What follows belongs to an exercise in optimizing a design on an open flow for small area and a short achievable clock period; a production flow would make more cautious choices.
At most, simulation tests tie the RTL to the original design; equivalence was not proved.
No driver is modelled on the clock port, so clocking that relies on it looks cheaper here than on a real chip.
Power and IR drop assume default switching activity.

==> module cpu_core, before the edit <==
module cpu_core(
	input clk, reset,
	output[15:0] mem_addr,
	output[15:0] mem_wdata,
	output mem_we,
	input[15:0] mem_rdata
	);
	localparam FETCH = 2'd0, DECODE = 2'd1, EX = 2'd2, WB = 2'd3;
	reg [1:0] ph;
	reg [15:0] instr, pc, addr_q, opa, opb, alu_q;
	reg we_q, rst_q, r15_q;
	reg cout;
	reg [1:0] cg1, psr1;	 
	reg [2:0] cg2, psr2;	 
	wire fetch = ph == FETCH;
	wire dec = ph == DECODE;
	wire ex = ph == EX;
	wire wb = ph == WB;
	assign mem_addr = addr_q;	 
	assign mem_wdata = opa;		 
	assign mem_we = we_q;
	wire [3:0] op = instr[15:12];
	wire [3:0] ox = instr[7:4];
	wire [3:0] rd = instr[11:8];
	wire [3:0] rs = instr[3:0];
	wire c_r = (op == 4'b0000) | (op == 4'b1000 & ox[2]);
	wire c_i = (op == 4'b0101) | (op == 4'b1001) | (op == 4'b1011) | (op == 4'b0001) |
	           (op == 4'b0010) | (op == 4'b0011) | (op == 4'b1101) | (op == 4'b1111) |
	           (op == 4'b1000 & ~ox[2]);
	wire c_l = (op == 4'b0100) & (ox == 4'b0000);
	wire c_s = (op == 4'b0100) & (ox == 4'b0100);
	wire c_j = (op == 4'b0100) & (ox != 4'b0000) & (ox != 4'b0100);
	wire c_b = (op == 4'b1100);
	wire known = c_r | c_i | c_l | c_s | c_j | c_b;
	wire c_ri = c_r | c_i;
	wire [3:0] f = c_r ? ox : op;		 
	wire f_or = f == 4'b0010, f_xor = f == 4'b0011;
	wire f_add = f == 4'b0101, f_sub = f == 4'b1001, f_cmp = f == 4'b1011;
	wire f_sll = c_r ? (ox == 4'b0100) : (op == 4'b1000);
	wire lui = ~c_r & (op == 4'b1111);
	wire f_mov = c_r ? (ox == 4'b1101) : (op == 4'b1101) | lui;
	wire d_sub = c_ri & (f_sub | f_cmp);
	wire nx_act = dec & known | ex;
	wire nx_wb = ex;
	reg is_add, is_sub, setznl, psr_en, rf_we, imm_ovf;
	reg s_l, s_j, s_sum, s_mov, s_or, s_xor, s_sll;
	always @(posedge clk) begin
		is_add <= nx_wb & (c_ri & f_add | c_b);
		is_sub <= nx_wb & d_sub;
		setznl <= nx_wb & c_ri & f_cmp;
		psr_en <= nx_wb & c_ri;
		imm_ovf <= c_i;
		rf_we <= wb & c_ri & ~f_cmp | ex & (c_l | c_j & (ox == 4'b1000));
		s_l <= c_l;
		s_j <= c_j;
		s_sum <= nx_act & c_b | nx_wb & c_ri & (f_add | f_sub | f_cmp);
		s_mov <= c_ri & f_mov;
		s_or <= c_ri & f_or;
		s_xor <= c_ri & f_xor;
		s_sll <= c_ri & f_sll;
	end
	reg [15:0] rf [0:15];
	wire [3:0] ra = dec ? rs : rd;
	reg [15:0] port;
	integer i;
	always @(*) begin
		port = 16'd0;
		for (i = 0; i < 16; i = i + 1)
			port = port | ({16{ra == i}} & rf[i]);
	end
	always @(posedge clk)
		rst_q <= ~reset;
	wire [15:0] rf_d = alu_q & {16{~rst_q}};
	always @(posedge clk)
		for (i = 0; i < 16; i = i + 1)
			if (rst_q | rf_we & (rd == i))
				rf[i] <= rf_d;
	wire [15:0] se_imm = {{8{instr[7]}}, instr[7:0]};
	wire [15:0] b_src = (c_ri & ~c_r) ? (lui ? {instr[7:0], 8'd0} : se_imm) :
	                    c_b ? se_imm : port;
	wire [15:0] a = opa;
	wire [15:0] b = opb;			 
	wire b15 = opb[15] ^ is_sub;
	wire [16:0] sum = {1'b0, a} + {1'b0, opb} + {16'd0, is_sub};
	wire c16 = sum[16];
	wire sign17 = a[15] ^ opb[15] ^ c16;	 
	wire eq = &(a ^ opb);			 
	wire [31:0] shl = {16'd0, a} << b[3:0];
	wire [15:0] sll = b[15] ? ((b[14:4] == 11'h7ff) ? shl[31:16] : 16'd0)
	                        : ((b[14:4] == 11'h000) ? shl[15:0] : 16'd0);
	wire [15:0] pc1 = pc + 16'd1;
	reg [15:0] other;
	always @(*) begin
		if (s_l) other = mem_rdata;
		else if (s_j) other = pc1;
		else if (s_mov) other = b;
		else if (s_or) other = a | b;
		else if (s_xor) other = a ^ b;
		else if (s_sll) other = sll;
		else other = a & b;
	end
	wire [15:0] res = s_sum ? sum[15:0] : other;
	wire ovf_e = imm_ovf & a[15] & b15 & ~r15_q;
	wire ovf_w = (~sum[15] & a[15] & b15) | (sum[15] & ~a[15] & ~b15);
	always @(posedge clk) begin
		if (dec)
			r15_q <= port[15];	 
		if (rst_q) begin
			cg1 <= 2'b0;
			cg2 <= 3'b0;
			cout <= 1'b0;
		end else begin
			if (is_add) begin
				cg1 <= {ovf_w, sign17};
				cout <= sign17;
			end
			if (is_sub) begin
				cg1 <= {ovf_w | sign17, ~c16};
				cout <= sign17;
			end
			if (setznl)
				cg2 <= {sign17, eq, ~c16};
		end
		if (rst_q) begin
			psr1 <= 2'b0;
			psr2 <= 3'b0;
		end else if (psr_en) begin
			psr1 <= is_add ? {ovf_e, cout} : is_sub ? {ovf_e | sign17, ~c16} : cg1;
			psr2 <= setznl ? {sign17, eq, ~c16} : cg2;
		end
	end
	wire carry = psr1[0], fl = psr1[1], low = psr2[0], zero = psr2[1], neg = psr2[2];
	reg cond;
	always @(*)
		case (rd)
			4'b0000: cond = zero;
			4'b0001: cond = ~zero;
			4'b0010: cond = carry;
			4'b0011: cond = ~carry;
			4'b0100: cond = low;
			4'b0101: cond = ~low;
			4'b0110: cond = neg;
			4'b0111: cond = ~neg;
			4'b1000: cond = fl;
			4'b1001: cond = ~fl;
			4'b1010: cond = ~low & ~zero;
			4'b1011: cond = low & zero;
			4'b1100: cond = ~neg & ~zero;
			4'b1101: cond = neg | zero;
			4'b1110: cond = 1'b1;
			default: cond = 1'b0;
		endcase
	wire [15:0] target = (c_j & cond) ? opb : (c_b & cond) ? alu_q : pc1;
	wire [15:0] pc_next = wb ? target : pc;
	always @(posedge clk) begin
		if (~reset) begin
			ph <= FETCH;
			pc <= 16'd0;
			addr_q <= 16'd0;
			we_q <= 1'b0;
		end else begin
			case (ph)
				FETCH: ph <= DECODE;
				DECODE: ph <= known ? EX : FETCH;
				EX: ph <= WB;
				default: ph <= FETCH;
			endcase
			pc <= pc_next;
			addr_q <= (dec & known) ? port : (ex & (c_l | c_s)) ? opb : pc_next;
			we_q <= ex & c_s;
		end
		if (fetch)
			instr <= mem_rdata;
		if (dec)
			opb <= b_src ^ {16{d_sub}};
		opa <= c_b ? pc : port;
		alu_q <= res;
	end
endmodule
Settings: LEC_CHECK=0, ABC_AREA=1, CAP_MARGIN=20, CORE_MARGIN=2, CORE_UTILIZATION=60, CTS_CLUSTER_DIAMETER=100, CTS_CLUSTER_SIZE=20, SLEW_MARGIN=20; clock period 10.0 ns.
standard.sh (not shown) runs the stock make flow with config.mk's settings and CLKGATE_MAP_FILE= SYNTH_SCRIPT=/design/flow/synth_recipe.tcl, a recipe that flattens the netlist after the stock synthesis.
==> flow/flow/run.sh <==
#!/bin/bash
set -euo pipefail
export SETUP_SLACK_MARGIN=7.25
export BUFFER_PORTS_ARGS="-buffer_cell sky130_fd_sc_hd__buf_4"
export POST_CTS_TCL="$PWD/flow/clock_root.tcl"
bash standard.sh > standard.log 2>&1
Other scripts of this flow, unchanged in this note and not shown: flow/flow/clock_root.tcl
Next try:
--- a/flow/design.v
+++ b/flow/design.v
@@ -6,21 +6,22 @@
 	input[15:0] mem_rdata
 	);
 	localparam FETCH = 2'd0, DECODE = 2'd1, EX = 2'd2, WB = 2'd3;
 	reg [1:0] ph;
 	reg [15:0] instr, pc, addr_q, opa, opb, alu_q;
 	reg we_q, rst_q, r15_q;
+	reg [15:0] wdata_q;
 	reg cout;
 	reg [1:0] cg1, psr1;	 
 	reg [2:0] cg2, psr2;	 
 	wire fetch = ph == FETCH;
 	wire dec = ph == DECODE;
 	wire ex = ph == EX;
 	wire wb = ph == WB;
 	assign mem_addr = addr_q;	 
-	assign mem_wdata = opa;		 
+	assign mem_wdata = wdata_q;	 
 	assign mem_we = we_q;
 	wire [3:0] op = instr[15:12];
 	wire [3:0] ox = instr[7:4];
 	wire [3:0] rd = instr[11:8];
 	wire [3:0] rs = instr[3:0];
 	wire c_r = (op == 4'b0000) | (op == 4'b1000 & ox[2]);
@@ -171,9 +172,10 @@
 		end
 		if (fetch)
 			instr <= mem_rdata;
 		if (dec)
 			opb <= b_src ^ {16{d_sub}};
 		opa <= c_b ? pc : port;
+		wdata_q <= port;		 
 		alu_q <= res;
 	end
 endmodule
Power goes up by about 4%.
Register-to-register slack loses 0.04 ns.
Wire length climbs by about 5%.
Worst hold slack is better by 0.0060 ns.
Die area goes up by 2.4%.

========
Setup of run A:
The RTL this note starts from:
==> flow/design.v <==
module cpu_core(
	input clk, reset,
	output[15:0] mem_addr,
	output[15:0] mem_wdata,
	output mem_we,
	input[15:0] mem_rdata
	);
	localparam FETCH = 2'd0, DECODE = 2'd1, EX = 2'd2, WB = 2'd3;
	reg [1:0] ph;
	reg [15:0] instr, pc, addr_q, opa, opb, alu_q;
	reg we_q, rst_q, r15_q;
	reg [15:0] wdata_q;
	reg cout;
	reg [1:0] cg1, psr1;	 
	reg [2:0] cg2, psr2;	 
	wire fetch = ph == FETCH;
	wire dec = ph == DECODE;
	wire ex = ph == EX;
	wire wb = ph == WB;
	assign mem_addr = addr_q;	 
	assign mem_wdata = wdata_q;	 
	assign mem_we = we_q;
	wire [3:0] op = instr[15:12];
	wire [3:0] ox = instr[7:4];
	wire [3:0] rd = instr[11:8];
	wire [3:0] rs = instr[3:0];
	wire c_r = (op == 4'b0000) | (op == 4'b1000 & ox[2]);
	wire c_i = (op == 4'b0101) | (op == 4'b1001) | (op == 4'b1011) | (op == 4'b0001) |
	           (op == 4'b0010) | (op == 4'b0011) | (op == 4'b1101) | (op == 4'b1111) |
	           (op == 4'b1000 & ~ox[2]);
	wire c_l = (op == 4'b0100) & (ox == 4'b0000);
	wire c_s = (op == 4'b0100) & (ox == 4'b0100);
	wire c_j = (op == 4'b0100) & (ox != 4'b0000) & (ox != 4'b0100);
	wire c_b = (op == 4'b1100);
	wire known = c_r | c_i | c_l | c_s | c_j | c_b;
	wire c_ri = c_r | c_i;
	wire [3:0] f = c_r ? ox : op;		 
	wire f_or = f == 4'b0010, f_xor = f == 4'b0011;
	wire f_add = f == 4'b0101, f_sub = f == 4'b1001, f_cmp = f == 4'b1011;
	wire f_sll = c_r ? (ox == 4'b0100) : (op == 4'b1000);
	wire lui = ~c_r & (op == 4'b1111);
	wire f_mov = c_r ? (ox == 4'b1101) : (op == 4'b1101) | lui;
	wire d_sub = c_ri & (f_sub | f_cmp);
	wire nx_act = dec & known | ex;
	wire nx_wb = ex;
	reg is_add, is_sub, setznl, psr_en, rf_we, imm_ovf;
	wire s_l = c_l, s_j = c_j, s_sum = (ex | wb) & c_b | wb & c_ri & (f_add | f_sub | f_cmp);
	wire s_mov = c_ri & f_mov, s_or = c_ri & f_or, s_xor = c_ri & f_xor, s_sll = c_ri & f_sll;
	always @(posedge clk) begin
		is_add <= nx_wb & (c_ri & f_add | c_b);
		is_sub <= nx_wb & d_sub;
		setznl <= nx_wb & c_ri & f_cmp;
		psr_en <= nx_wb & c_ri;
		imm_ovf <= c_i;
		rf_we <= wb & c_ri & ~f_cmp | ex & (c_l | c_j & (ox == 4'b1000));
	end
	reg [15:0] rf [0:15];
	wire [3:0] ra = dec ? rs : rd;
	reg [15:0] port;
	integer i;
	always @(*) begin
		port = 16'd0;
		for (i = 0; i < 16; i = i + 1)
			port = port | ({16{ra == i}} & rf[i]);
	end
	always @(posedge clk)
		rst_q <= ~reset;
	wire [15:0] rf_d = alu_q & {16{~rst_q}};
	always @(posedge clk)
		for (i = 0; i < 16; i = i + 1)
			if (rst_q | rf_we & (rd == i))
				rf[i] <= rf_d;
	wire [15:0] se_imm = {{8{instr[7]}}, instr[7:0]};
	wire [15:0] b_src = (c_ri & ~c_r) ? (lui ? {instr[7:0], 8'd0} : se_imm) :
	                    c_b ? se_imm : port;
	wire [15:0] a = opa;
	wire [15:0] b = opb;			 
	wire b15 = opb[15] ^ is_sub;
	wire [16:0] sum = {1'b0, a} + {1'b0, opb} + {16'd0, is_sub};
	wire c16 = sum[16];
	wire sign17 = a[15] ^ opb[15] ^ c16;	 
	wire eq = &(a ^ opb);			 
	wire [31:0] shl = {16'd0, a} << b[3:0];
	wire [15:0] sll = b[15] ? ((b[14:4] == 11'h7ff) ? shl[31:16] : 16'd0)
	                        : ((b[14:4] == 11'h000) ? shl[15:0] : 16'd0);
	wire [15:0] pc1 = pc + 16'd1;
	reg [15:0] other;
	always @(*) begin
		if (s_l) other = mem_rdata;
		else if (s_j) other = pc1;
		else if (s_mov) other = b;
		else if (s_or) other = a | b;
		else if (s_xor) other = a ^ b;
		else if (s_sll) other = sll;
		else other = a & b;
	end
	wire [15:0] res = s_sum ? sum[15:0] : other;
	wire ovf_e = imm_ovf & a[15] & b15 & ~r15_q;
	wire ovf_w = (~sum[15] & a[15] & b15) | (sum[15] & ~a[15] & ~b15);
	always @(posedge clk) begin
		if (dec)
			r15_q <= port[15];	 
		if (rst_q) begin
			cg1 <= 2'b0;
			cg2 <= 3'b0;
			cout <= 1'b0;
		end else begin
			if (is_add) begin
				cg1 <= {ovf_w, sign17};
				cout <= sign17;
			end
			if (is_sub) begin
				cg1 <= {ovf_w | sign17, ~c16};
				cout <= sign17;
			end
			if (setznl)
				cg2 <= {sign17, eq, ~c16};
		end
		if (rst_q) begin
			psr1 <= 2'b0;
			psr2 <= 3'b0;
		end else if (psr_en) begin
			psr1 <= is_add ? {ovf_e, cout} : is_sub ? {ovf_e | sign17, ~c16} : cg1;
			psr2 <= setznl ? {sign17, eq, ~c16} : cg2;
		end
	end
	wire carry = psr1[0], fl = psr1[1], low = psr2[0], zero = psr2[1], neg = psr2[2];
	reg cond;
	always @(*)
		case (rd)
			4'b0000: cond = zero;
			4'b0001: cond = ~zero;
			4'b0010: cond = carry;
			4'b0011: cond = ~carry;
			4'b0100: cond = low;
			4'b0101: cond = ~low;
			4'b0110: cond = neg;
			4'b0111: cond = ~neg;
			4'b1000: cond = fl;
			4'b1001: cond = ~fl;
			4'b1010: cond = ~low & ~zero;
			4'b1011: cond = low & zero;
			4'b1100: cond = ~neg & ~zero;
			4'b1101: cond = neg | zero;
			4'b1110: cond = 1'b1;
			default: cond = 1'b0;
		endcase
	wire [15:0] target = (c_j & cond) ? opb : (c_b & cond) ? alu_q : pc1;
	wire [15:0] pc_next = wb ? target : pc;
	always @(posedge clk) begin
		if (~reset) begin
			ph <= FETCH;
			pc <= 16'd0;
			addr_q <= 16'd0;
			we_q <= 1'b0;
		end else begin
			case (ph)
				FETCH: ph <= DECODE;
				DECODE: ph <= known ? EX : FETCH;
				EX: ph <= WB;
				default: ph <= FETCH;
			endcase
			pc <= pc_next;
			addr_q <= (dec & known) ? port : (ex & (c_l | c_s)) ? opb : pc_next;
			we_q <= ex & c_s;
		end
		if (fetch)
			instr <= mem_rdata;
		if (dec)
			opb <= b_src ^ {16{d_sub}};
		opa <= c_b ? pc : port;
		wdata_q <= port;		 
		alu_q <= res;
	end
endmodule
clock: 10.0 ns
lec_check: 0
abc_area: 1
cap_margin: 20
core_margin: 2
core_utilization: 60
cts_cluster_diameter: 100
cts_cluster_size: 20
slew_margin: 20
Scripts as last shown in full above: flow/flow/run.sh
Other scripts of this flow, unchanged in this note and not shown: flow/flow/clock_root.tcl
Input-level comparison between run D and run A:
--- a/flow/design.v
+++ b/flow/design.v
@@ -42,19 +42,25 @@
 	wire f_mov = c_r ? (ox == 4'b1101) : (op == 4'b1101) | lui;
 	wire d_sub = c_ri & (f_sub | f_cmp);
 	wire nx_act = dec & known | ex;
 	wire nx_wb = ex;
 	reg is_add, is_sub, setznl, psr_en, rf_we, imm_ovf;
-	wire s_l = c_l, s_j = c_j, s_sum = (ex | wb) & c_b | wb & c_ri & (f_add | f_sub | f_cmp);
-	wire s_mov = c_ri & f_mov, s_or = c_ri & f_or, s_xor = c_ri & f_xor, s_sll = c_ri & f_sll;
+	reg s_l, s_j, s_sum, s_mov, s_or, s_xor, s_sll;
 	always @(posedge clk) begin
 		is_add <= nx_wb & (c_ri & f_add | c_b);
 		is_sub <= nx_wb & d_sub;
 		setznl <= nx_wb & c_ri & f_cmp;
 		psr_en <= nx_wb & c_ri;
 		imm_ovf <= c_i;
 		rf_we <= wb & c_ri & ~f_cmp | ex & (c_l | c_j & (ox == 4'b1000));
+		s_l <= c_l;
+		s_j <= c_j;
+		s_sum <= nx_act & c_b | nx_wb & c_ri & (f_add | f_sub | f_cmp);
+		s_mov <= c_ri & f_mov;
+		s_or <= c_ri & f_or;
+		s_xor <= c_ri & f_xor;
+		s_sll <= c_ri & f_sll;
 	end
 	reg [15:0] rf [0:15];
 	wire [3:0] ra = dec ? rs : rd;
 	reg [15:0] port;
 	integer i;
@@ -96,12 +102,11 @@
 	end
 	wire [15:0] res = s_sum ? sum[15:0] : other;
 	wire ovf_e = imm_ovf & a[15] & b15 & ~r15_q;
 	wire ovf_w = (~sum[15] & a[15] & b15) | (sum[15] & ~a[15] & ~b15);
 	always @(posedge clk) begin
-		if (dec)
-			r15_q <= port[15];	 
+		r15_q <= addr_q[15];		 
 		if (rst_q) begin
 			cg1 <= 2'b0;
 			cg2 <= 3'b0;
 			cout <= 1'b0;
 		end else begin
==> comparison <==
- Run A fits on a die that is larger than the die of run D.
- Run D against run A: final area shrank by 380 sq um; relative contribution of the clock network to total power went down 0.3 points.
- Between run A and run D, the difference in register-to-register setup slack is negligible.
- In run D the global-route wire length before repair turned out 0.55% higher than in run A.
- Compared with run A, run D instantiates a smaller number of standard cells.
- Comparing run A against run D, there is no change at all in setup-violating endpoint count in the final report.
- Period utilization, run A and run D: lower on run A
- Part of the power in combinational logic ended up 1.0 points lower on run D than on run A.
- Summary of the comparison: power attributed to combinational cells is lower in run D, relative to run A.
The RTL of run A was laid out without a check of its function.

-- what the ideal ports hide --
How much do the figures lean on ideal ports? The routed layouts below were timed once more, with nothing changed but the port constraints.
Step 1, drivers: a clkbuf_16 drives clk and a buf_2 each remaining input, both assumed.
Step 2, shift: input delay + t, output delay - t, t = (earliest + latest rising clock arrival at the registers) / 2. This alone moves slack from input paths to output paths.
Three values: no drivers, after step 1, after step 2; two values: the first two.
run | t (ns) | slack for setup (ns) | worst setup path at the end
the first run of note 1 | 0.436 | 7.129 / 7.022 / 7.183 | input to register
the second run of note 1 | 0.448 | 7.181 / 7.062 / 7.075 | input to register
run A | 0.454 | 7.152 / 7.041 / 6.860 | input to register
run D | 0.451 | 7.128 / 7.014 / 6.940 | input to register
After both steps every run listed still meets setup and hold. The setup slack of run A, which loses most, moves by -0.111 ns with the drivers and by -0.292 ns with both steps.
